This design comes from an exercise in tuning for small area, a short achievable clock period and few clock cycles per item on the open sky130 flow, not from production work. Function was checked by simulation only, so behaviour that the tests miss may differ from the original. The clock port is modelled as an ideal driver; clocking choices that lean on that would not hold on a real chip. Power and IR drop assume default switching activity.

## sobel_gx_gy
module sobel_gx_gy#(
    parameter p_data_bits = 8
) (
    input wire i_clk,
    input wire i_rst,
    output wire busy_out,
    input wire valid_in,
    input wire [9*p_data_bits-1:0] data_in,
    output reg valid_out,
    output reg [p_data_bits-1:0] data_out_gx,
    output reg [p_data_bits-1:0] data_out_gy
);
export LEC_CHECK = 0
export ABC_AREA = 1
export CAP_MARGIN = 20
export CORE_MARGIN = 2
export CORE_UTILIZATION = 65
export SLEW_MARGIN = 20
create_clock -name core_clock -period 4.2 [get_ports {i_clk}]
standard.sh (not shown) runs the stock make flow with config.mk's settings and CLKGATE_MAP_FILE= SYNTH_SCRIPT=/design/flow/synth_recipe.tcl, a recipe that flattens the netlist after the stock synthesis.
==> flow/flow/run.sh <==
#!/bin/bash
# Standard ORFS layout with these changes:
#  - Yosys's synth runs with -noabc, so its generic ABC pass does not
#    restructure the written-out carry-save adders before extract_fa maps them
#    to full-adder cells (the registers and the final ABC mapping are as in
#    the standard synthesis);
#  - clock tree synthesis adds no dummy loads;
#  - the port buffers are plain buf_1 cells instead of the resizer's default
#    pick (a 10 um2 delay buffer);
#  - after clock tree synthesis, flow/skew.tcl puts a clock buffer in front of
#    the output registers, so their clock arrives a little later.  This gives
#    the register-to-register paths that end there more time; the input paths
#    are untouched, and the output paths only lose slack.
set -euo pipefail
export BUFFER_PORTS_ARGS="-buffer_cell sky130_fd_sc_hd__buf_1"
export SYNTH_ARGS="-noabc"
# ORFS cts.tcl arguments, plus -dont_use_dummy_load (no dummy clock loads)
export CTS_ARGS="-sink_clustering_enable -repair_clock_nets -dont_use_dummy_load"
R=orfs/results/sky130hd/sobel_gx_gy/base
bash standard.sh cts > orfs_to_cts.log 2>&1
SKEW_IN=$R/4_cts.odb SKEW_OUT=$R/4_cts_skew.odb SKEW_CELL=sky130_fd_sc_hd__clkbuf_4 \
  openroad -no_init -exit flow/skew.tcl > skew.log 2>&1
mv -f $R/4_cts_skew.odb $R/4_cts.odb
bash standard.sh finish > orfs_finish.log 2>&1
Other scripts of this flow, unchanged in this note and not shown: flow/flow/skew.tcl
Testbench counts at the start, summed over its fixed seeds: cycles 3,216, items 3,200.
Rerun with:
- SETUP_SLACK_MARGIN: default -> 2.45
Effect:
- routed wire length came out higher by 24%
- clock power fell by about 2%
- die area does not change
- final cell count grows by 0.39%
- synthesized cell count is unchanged
- maximum frequency is about the same
- area after synthesis does not change
- via count rises by 6.1%
- power went up by 23%
- cell area is higher by 11%

* * *

Another version of the RTL of sobel_gx_gy (not shown whole).
For scale: roughly 54 flip-flops, roughly 93 I/O pins.
==> flow/design.v (excerpt) <==
module sobel_gx_gy#(
    parameter p_data_bits = 8
) (
    input wire i_clk,
    input wire i_rst,
    output wire busy_out,
    input wire valid_in,
    input wire [9*p_data_bits-1:0] data_in,
    output reg valid_out,
    output reg [p_data_bits-1:0] data_out_gx,
    output reg [p_data_bits-1:0] data_out_gy
);
wire [7:0] a00 = data_in[71:64];
wire [7:0] a10 = data_in[63:56];
wire [7:0] a20 = data_in[55:48];
wire [7:0] a01 = data_in[47:40];
wire [7:0] a21 = data_in[31:24];
wire [7:0] a02 = data_in[23:16];
wire [7:0] a12 = data_in[15:8];
wire [7:0] a22 = data_in[7:0];
assign busy_out = 1'b0;
reg [8:0] e_r, f_r, g_r, h_r;
reg       valid_r;
always @(posedge i_clk) begin
    e_r     <= a00 + {1'b0, ~a22};
    f_r     <= a02 + {1'b0, ~a20};
    g_r     <= a01 + {1'b0, ~a21};
    h_r     <= a10 + {1'b0, ~a12};
    valid_r <= valid_in & ~i_rst;
end
wire [10:0] sx = e_r + f_r + {g_r, 1'b0};
wire [10:0] sy = e_r + {2'b00, ~f_r} + {h_r, 1'b0} - 11'd1;
always @(posedge i_clk) begin
    valid_out   <= valid_r & ~i_rst;
    data_out_gx <= sx[10:3];
    data_out_gy <= sy[10:3];
end
endmodule
==> flow/config.mk <==
export PLATFORM = sky130hd
export DESIGN_NAME = sobel_gx_gy
export DESIGN_NICKNAME = sobel_gx_gy
export VERILOG_FILES = /design/flow/design.v
export SDC_FILE = /design/flow/constraint.sdc
export NUM_CORES = 4
export LEC_CHECK = 0
export ABC_AREA = 1
export CAP_MARGIN = 20
export CORE_MARGIN = 2
export CORE_UTILIZATION = 40
export SLEW_MARGIN = 20
==> flow/constraint.sdc <==
create_clock -name core_clock -period 4.2 [get_ports {i_clk}]
set_input_delay 0.8400 -clock core_clock [delete_from_list [all_inputs] [get_ports {i_clk}]]
set_output_delay 0.8400 -clock core_clock [all_outputs]
set_load 0.01 [all_outputs]
==> flow/flow/run.sh <==
#!/bin/bash
# Standard ORFS layout, except that the port buffers are plain buf_1 cells
# instead of the resizer's default pick (a 10 um2 delay buffer).
set -euo pipefail
export BUFFER_PORTS_ARGS="-buffer_cell sky130_fd_sc_hd__buf_1"
bash standard.sh finish > orfs_flow.log 2>&1
Testbench counts at the start, summed over its fixed seeds: cycles 3,216, items 3,200.
Change:
==> flow/run.sh (new file) <==
#!/bin/bash
# synth_recipe.tcl (not shown) runs the flow's synth.tcl, then flattens the netlist and writes it again
# the make line also repeats each setting of config.mk as NAME=value (left out here)
make -C /OpenROAD-flow-scripts/flow DESIGN_CONFIG=/design/flow/config.mk WORK_HOME=/design/flow/orfs CLKGATE_MAP_FILE= SYNTH_SCRIPT=/design/flow/synth_recipe.tcl finish
Settings changed: ABC_AREA 1 to not set, SETUP_SLACK_MARGIN set to 2.4.
removed: flow/flow/run.sh
removed: flow/standard.sh
What happened: The changed run ran to the end with no violations; cell count shrinks by 3.0%; routed wire length grows by 31%; cell area grows by 45%; critical path depth shrinks by 2; synthesized area is about the same; power grows by 40%; hold slack improves by 46 ps.
Change:
Settings changed: SETUP_SLACK_MARGIN 2.4 to not set.
After rerunning: Power goes down by about 23%. First-iteration DRC count grows by 6.7%. Setup slack degrades by 190 ps. Cell area is lower by about 23%.
Change:
==> flow/flow/run.sh (new file) <==
#!/bin/bash
# Standard ORFS layout, except that the port buffers are plain buf_1 cells
# instead of the resizer's default pick (a 10 um2 delay buffer).
set -euo pipefail
export BUFFER_PORTS_ARGS="-buffer_cell sky130_fd_sc_hd__buf_1"
bash standard.sh finish > orfs_flow.log 2>&1
==> flow/standard.sh (new file) <==
#!/bin/bash
# synth_recipe.tcl (not shown) runs the flow's synth.tcl, then flattens the netlist and writes it again
# the make line also repeats each setting of config.mk as NAME=value (left out here)
make -C /OpenROAD-flow-scripts/flow DESIGN_CONFIG=/design/flow/config.mk WORK_HOME=/design/flow/orfs CLKGATE_MAP_FILE= SYNTH_SCRIPT=/design/flow/synth_recipe.tcl "${@:-finish}"
removed: flow/run.sh
Effect:
- The changed run finished with timing, DRC and antenna clean
- final area goes down by 11%
- wire length goes down by 4.5%
- via count goes down by 2.6%
- power goes down by 4.8%
- setup slack improved by 41 ps
- fmax goes up by 1.5%
- die area stays the same
- final cell count is unchanged
- non-clock buffer count stays the same
- clock power goes up by 8.5%

[separate check: timing with driven ports]
In the flow no input, the clock included, has a driving cell. The finished layouts below were timed again as built, in two steps.
Step 1, drivers: a clkbuf_16 drives i_clk and a buf_2 each remaining input, both assumed.
Step 2 times the ports against the registers' clock, not the clock port: input delays grow and output delays shrink by t, the midpoint of the rising clock arrivals with the driver on.
Three values: no drivers, after step 1, after step 2; two values: the first two.
| run | t, ns | setup WS [ns] | worst register clock-pin slew, ns | worst slew at a driven data input, ns | cell pins on the clock port's net |
|---|---|---|---|---|---|
| the first run of note 1 | 0.405 | 2.405 / 2.407 / 2.001 | 0.07 / 0.07 | 0.05 | 1 |
| the second run of note 1 | 0.412 | 2.402 / 2.392 / 1.980 | 0.07 / 0.07 | 0.05 | 1 |
| the first run of note 2 | 0.340 | 1.773 / 1.773 / 1.773 | 0.10 / 0.10 | 0.03 | 1 |
| the second run of note 2 | 0.323 | 1.664 / 1.664 / 1.664 | 0.10 / 0.10 | 0.06 | 1 |
| the third run of note 2 | 0.333 | 1.476 / 1.486 / 1.153 | 0.10 / 0.10 | 0.05 | 1 |
| the fourth run of note 2 | 0.322 | 1.517 / 1.517 / 1.517 | 0.09 / 0.09 | 0.03 | 1 |
After both steps setup and hold are still met in every run listed. For the second run of note 1, which loses most, drivers alone change the setup slack by -0.010 ns; drivers and shift together by -0.422 ns.
